What follows belongs to an exercise in optimizing a design on an open flow for small area and a short achievable clock period; a production flow would make more cautious choices. At most, simulation tests tie the RTL to the original design; equivalence was not proved. Power and IR drop assume default switching activity.

## run A
Design hybrid_pwm_sd_2ndorder, start of the top module:
module hybrid_pwm_sd_2ndorder #(parameter signalwidth=16)
(
	input clk,
	input reset_n,
	input [signalwidth-1:0] d,
	output q
);
Size: ~630 cells after synthesis, about 110 flip-flops, roughly 6100 sq um of cells after synthesis.
clock: 11.0 ns
lec_check: 0
abc_area: 1
cap_margin: 20
core_margin: 2
core_utilization: 40
cts_buf_list: sky130_fd_sc_hd__clkbuf_8
place_density: 0.8
slew_margin: 20
standard.sh (not shown) runs the stock make flow with config.mk's settings and CLKGATE_MAP_FILE= SYNTH_SCRIPT=/design/flow/synth_recipe.tcl, a recipe that flattens the netlist after the stock synthesis.
==> flow/flow/run.sh <==
#!/bin/bash
# Standard ORFS layout (standard.sh), with timing repair asked to leave
# extra setup margin so that the layout runs well faster than the clock,
# and small port buffers.
set -euo pipefail
bash standard.sh SETUP_SLACK_MARGIN=7.5 "BUFFER_PORTS_ARGS=-buffer_cell sky130_fd_sc_hd__buf_2" finish > flow_make.log 2>&1
Run A: all stages complete, timing, DRC and antenna checks passed
Edits applied to the flow inputs when going from run A to run B:
Settings: PLACE_DENSITY: 0.8 -> unset.
## What came out
Required time at the endpoint of the critical path up 0.02 ns in run B wrt run A
Run B: power after layout 1.9% below run A
Final worst hold slack delta (run B -> run A): insignificant
Comparing the two runs side by side, run B comes out behind run A on wire length of the first global-routing pass.
Run A → run B: maximum frequency went up about 0.5%; layout clock buffer count dropped 1.
Of run B and run A, the higher internal power of the cells belongs to run A.
For run A, the cell at the slowest stage of the critical path was sky130_fd_sc_hd__fa_2, unlike run B, where it was sky130_fd_sc_hd__dfrtp_2.
Edits applied to the flow inputs when going from run B to run C:
diff --git a/flow/flow/run.sh b/flow/flow/run.sh
--- a/flow/flow/run.sh
+++ b/flow/flow/run.sh
@@ -6 +6 @@
-bash standard.sh SETUP_SLACK_MARGIN=7.5 "BUFFER_PORTS_ARGS=-buffer_cell sky130_fd_sc_hd__buf_2" finish > flow_make.log 2>&1
+bash standard.sh SETUP_SLACK_MARGIN=7.8 "BUFFER_PORTS_ARGS=-buffer_cell sky130_fd_sc_hd__buf_2" finish > flow_make.log 2>&1
No stage failed in run C, and the final checks on the layout all came back clean.
Met3 wire length: run B and run C compared, lower one is run B
Run C -> run B: worst hold margin flat
Looking at period utilization across run B and run C, the one that comes out lower is run B.
The cell leakage power of run C was inferior to that of run B.
| clock-buffer cell count | lower: run B |
Run C vs run B on area overhead of the layout relative to synthesis: run C is the higher one.
The global-route total usage across every layer on run C is in line with that on run B.
Diff run B -> run C: combinational power increased 4.6%; area used by sequential logic in the layout now sits at about the same level; total of plain and repair buffers excluding clock buffers moved up.
## Diff of input files: run D against run C
diff --git a/flow/flow/run.sh b/flow/flow/run.sh
--- a/flow/flow/run.sh
+++ b/flow/flow/run.sh
@@ -6 +6 @@
-bash standard.sh SETUP_SLACK_MARGIN=7.8 "BUFFER_PORTS_ARGS=-buffer_cell sky130_fd_sc_hd__buf_2" finish > flow_make.log 2>&1
+bash standard.sh SETUP_SLACK_MARGIN=7.2 "BUFFER_PORTS_ARGS=-buffer_cell sky130_fd_sc_hd__buf_2" finish > flow_make.log 2>&1
## What came out
- Per the comparison of run D with run C, endpoint required time on the critical path closely matched the old numbers, largest vdd supply drop increased by about 54% relative to the old numbers, worst hold slack closely matched the old numbers, first-pass GRT wire length decreased by about 2.2% relative to the old numbers, setup slack decreased by 0.031 ns relative to the old numbers.
- Fraction of standard cell area in multi-input logic: run D vs run C down 0.54 points

---

hybrid_pwm_sd_2ndorder, a different RTL version from the one above (not shown whole).
Size in the first run: about 110 flip-flops, about 19 I/O pins, about 6300 µm² of cells after synthesis.
Settings: LEC_CHECK=0, ABC_AREA=1, CAP_MARGIN=20, CORE_MARGIN=2, CORE_UTILIZATION=40, CTS_BUF_LIST=sky130_fd_sc_hd__clkbuf_8, SLEW_MARGIN=20, SYNTH_HIERARCHICAL=1; clock period 11.0 ns.
==> flow/flow/run.sh <==
#!/bin/bash
# Layout: the standard ORFS flow (standard.sh) with these changes:
#  - adders are left to ABC instead of being mapped to full/half-adder cells
#    (ADDER_MAP_FILE empty); registers are those of the standard synthesis;
#  - timing repair is asked to leave 8.2 ns of setup margin, so that the
#    layout runs well faster than the 11 ns clock (the SDC is unchanged);
set -euo pipefail
bash standard.sh SETUP_SLACK_MARGIN=8.2 "BUFFER_PORTS_ARGS=-buffer_cell sky130_fd_sc_hd__buf_2" ADDER_MAP_FILE= finish > flow_make.log 2>&1
Then changed:
==> flow/flow/run.sh (replaced) <==
#!/bin/bash
# Standard ORFS layout (standard.sh) with three changes: timing repair is
# asked to leave extra setup margin so that the layout runs well faster than
# the clock, the ports get small buffers, and adders are left to ABC instead
# of being mapped to full/half-adder cells (registers are unchanged).
set -euo pipefail
bash standard.sh SETUP_SLACK_MARGIN=8.1 "BUFFER_PORTS_ARGS=-buffer_cell sky130_fd_sc_hd__buf_2" ADDER_MAP_FILE= finish > flow_make.log 2>&1
After rerunning: The changed run ran to the end with no violations; design area is higher by a few percent; total power rose by a little under a tenth; utilization is higher by 2.0 points; clock skew is about the same; fmax is about the same; routed wire length went down slightly; register-to-register slack is worse by 0.11 ns; cell count went up slightly; count of clock-buffer cells in the layout decreases by 1; global-route usage falls by 0.14 points; flip-flop and latch count is unchanged.
Then changed:
==> flow/flow/run.sh (replaced) <==
#!/bin/bash
# Layout: the standard ORFS flow (standard.sh) with these changes:
#  - adders are left to ABC instead of being mapped to full/half-adder cells
#    (ADDER_MAP_FILE empty); registers are those of the standard synthesis;
#  - timing repair is asked to leave 8.2 ns of setup margin, so that the
#    layout runs well faster than the 11 ns clock (the SDC is unchanged);
set -euo pipefail
bash standard.sh SETUP_SLACK_MARGIN=8.2 "BUFFER_PORTS_ARGS=-buffer_cell sky130_fd_sc_hd__buf_2" ADDER_MAP_FILE= finish > flow_make.log 2>&1
TNS_END_PERCENT = 0   (was unset)
Design area came out lower by 2.2%. Clock skew came out higher by 0.0096 ns. Sequential power stays flat. Critical path depth is unchanged. Clock-buffer cell count does not change. Setup slack loses 0.0048 ns. Synthesized area does not change. Via count went down by 0.41%.
Then changed:
==> flow/flow/run.sh (replaced) <==
#!/bin/bash
# Standard ORFS layout (standard.sh) with three changes: timing repair is
# asked to leave extra setup margin so that the layout runs well faster than
# the clock, the ports get small buffers, and adders are left to ABC instead
# of being mapped to full/half-adder cells (registers are unchanged).
set -euo pipefail
bash standard.sh SETUP_SLACK_MARGIN=8.3 "BUFFER_PORTS_ARGS=-buffer_cell sky130_fd_sc_hd__buf_2" ADDER_MAP_FILE= finish > flow_make.log 2>&1
TNS_END_PERCENT = unset   (was 0)
The new run finished with timing, DRC and antenna clean.
Sequential cell count stays the same.
Combinational power hardly moves.
Synthesized area does not change.
Critical path depth stays the same.
Utilization is higher by 0.87 points.
Die area stays the same.
Clock skew is lower by 0.010 ns.
Clock power is higher by 22%.
Wire length is higher by 1.4%.
Global-route usage is higher by 0.77 points.
Power is higher by 3.7%.

---

## run M
hybrid_pwm_sd_2ndorder, a different RTL version from the one above (not shown whole).
Size in the first run: about 110 flip-flops, roughly 19 I/O pins.
clock: 11.0 ns
lec_check: 0
abc_area: 1
cap_margin: 20
core_margin: 2
core_utilization: 40
cts_buf_list: sky130_fd_sc_hd__clkbuf_8
slew_margin: 20
==> flow/flow/run.sh <==
#!/bin/bash
# Standard ORFS layout (standard.sh) with three changes: timing repair after
# placement is asked to leave extra setup margin so that the layout runs well
# faster than the clock, the ports get small buffers, and adders are left to
# ABC instead of being mapped to full/half-adder cells (registers unchanged).
set -euo pipefail
opts=("BUFFER_PORTS_ARGS=-buffer_cell sky130_fd_sc_hd__buf_2" ADDER_MAP_FILE=)
bash standard.sh "${opts[@]}" floorplan > flow_make_fp.log 2>&1
bash standard.sh SETUP_SLACK_MARGIN=7.5 "${opts[@]}" finish > flow_make.log 2>&1
#### Input delta (run X over run M)
==> flow/flow/run.sh <==
#!/bin/bash
# Standard ORFS layout (standard.sh) with three changes: timing repair is
# asked to leave extra setup margin so that the layout runs well faster than
# the clock, the ports get small buffers, and adders are left to ABC instead
# of being mapped to full/half-adder cells (registers are unchanged).
set -euo pipefail
bash standard.sh SETUP_SLACK_MARGIN=7.5 "BUFFER_PORTS_ARGS=-buffer_cell sky130_fd_sc_hd__buf_2" ADDER_MAP_FILE= finish > flow_make.log 2>&1
--- outcome ---
From run M to run X the numbers moved as follows: total power was more or less identical, setup slack was more or less identical, hold violation count in the final report was more or less identical, detailed-route wire length on metal 1 was more or less identical.
Delta (run X minus run M): number of buffers and inverters on the critical path about even, global-route wire length before repair about even.
Any difference in pre-CTS setup slack between run M and run X is small enough to ignore.
Function was not checked in any run of this note: the RTL went through the layout flow alone.

---

wip/delta:
RTL: one of the versions met above, not the one the previous note started from.
Size in the first run: about 970 cells after synthesis, ~110 flip-flops, roughly 19 I/O pins, about 6300 um2 of cells after synthesis.
Settings: LEC_CHECK=0, ABC_AREA=1, CAP_MARGIN=20, CORE_MARGIN=2, CORE_UTILIZATION=50, CTS_BUF_LIST=sky130_fd_sc_hd__clkbuf_8, SLEW_MARGIN=20, SYNTH_HIERARCHICAL=1; clock period 11.0 ns.
==> flow/flow/run.sh <==
#!/bin/bash
# Layout: the standard ORFS flow (standard.sh) with these changes:
#  - adders are left to ABC instead of being mapped to full/half-adder cells
#    (ADDER_MAP_FILE empty); registers are those of the standard synthesis;
#  - timing repair is asked to leave 8.2 ns of setup margin, so that the
#    layout runs well faster than the 11 ns clock (the SDC is unchanged);
set -euo pipefail
bash standard.sh SETUP_SLACK_MARGIN=8.2 "BUFFER_PORTS_ARGS=-buffer_cell sky130_fd_sc_hd__buf_2" ADDER_MAP_FILE= finish > flow_make.log 2>&1
wip/delta: no failed stages, no open violations at the end
Relative to wip/delta, the following input files were edited for wip/garnet:
- CORE_UTILIZATION: 50 -> 40
==> flow/flow/run.sh <==
#!/bin/bash
# Standard ORFS layout (standard.sh) with three changes: timing repair is
# asked to leave extra setup margin so that the layout runs well faster than
# the clock, the ports get small buffers, and adders are left to ABC instead
# of being mapped to full/half-adder cells (registers are unchanged).
set -euo pipefail
bash standard.sh SETUP_SLACK_MARGIN=8.2 SETUP_MOVE_SEQUENCE=unbuffer,sizeup,swap "BUFFER_PORTS_ARGS=-buffer_cell sky130_fd_sc_hd__buf_2" ADDER_MAP_FILE= finish > flow_make.log 2>&1
--- outcome ---
In summary, wip/garnet completed successfully, with a layout that passed the timing, design-rule and antenna checks.
wip/garnet against wip/delta; cell-internal power is down by a few percent.
Reported for wip/delta and wip/garnet, total global routing overflow turned out identical to the last digit.
Re cell count: wip/delta and wip/garnet aren't equal, and the lower value belongs to wip/delta.
[compare] base=wip/delta new=wip/garnet: worst IR drop on VDD decreased by 48% relative to the old numbers, standard-cell row count increased by 5 relative to the old numbers, met3 track demand over resource decreased by 1.1 points relative to the old numbers, cell count of the worst hold path increased by 1 relative to the old numbers, global-route wire length before repair decreased by 590 um relative to the old numbers.
Going from wip/delta to wip/garnet, final cell area excluding filler cells lower, ratio of routed vias to standard cells dropped 0.31.

## port drivers added, routing unchanged
In the flow no input, the clock included, has a driving cell. The finished layouts below were timed again as built, in two steps.
Step 1 assumes that a clkbuf_16 drives the clock port and a buf_2 every other input.
Step 2 adds t to the input delays and takes it off the output delays; t is the mean of the earliest and latest rising clock arrival at the registers after step 1. Input paths then give back, and output paths get back, about the clock's delay inside the block.
a / b / c = no drivers / after step 1 / after step 2; a / b = the first two.
run	t, ns	setup WS [ns]	clock arrival spread, ns
run A	0.425	7.438 / 7.438 / 7.317	0.008 / 0.008
run B	0.431	7.455 / 7.455 / 7.420	0.014 / 0.014
run C	0.425	7.425 / 7.425 / 7.425	0.010 / 0.010
run D	0.427	7.394 / 7.394 / 7.394	0.016 / 0.016
the first run of note 2	0.417	7.970 / 7.935 / 7.614	0.011 / 0.012
the second run of note 2	0.425	7.971 / 7.932 / 7.596	0.011 / 0.012
the third run of note 2	0.428	7.966 / 7.926 / 7.626	0.020 / 0.020
the fourth run of note 2	0.421	7.969 / 7.930 / 7.571	0.010 / 0.010
run M	0.431	7.556 / 7.543 / 7.112	0.015 / 0.014
run X	0.431	7.556 / 7.543 / 7.112	0.015 / 0.014
wip/delta	0.421	7.975 / 7.939 / 7.635	0.018 / 0.017
wip/garnet	0.419	7.964 / 7.930 / 7.588	0.009 / 0.009
After both steps every run listed still meets setup and hold.
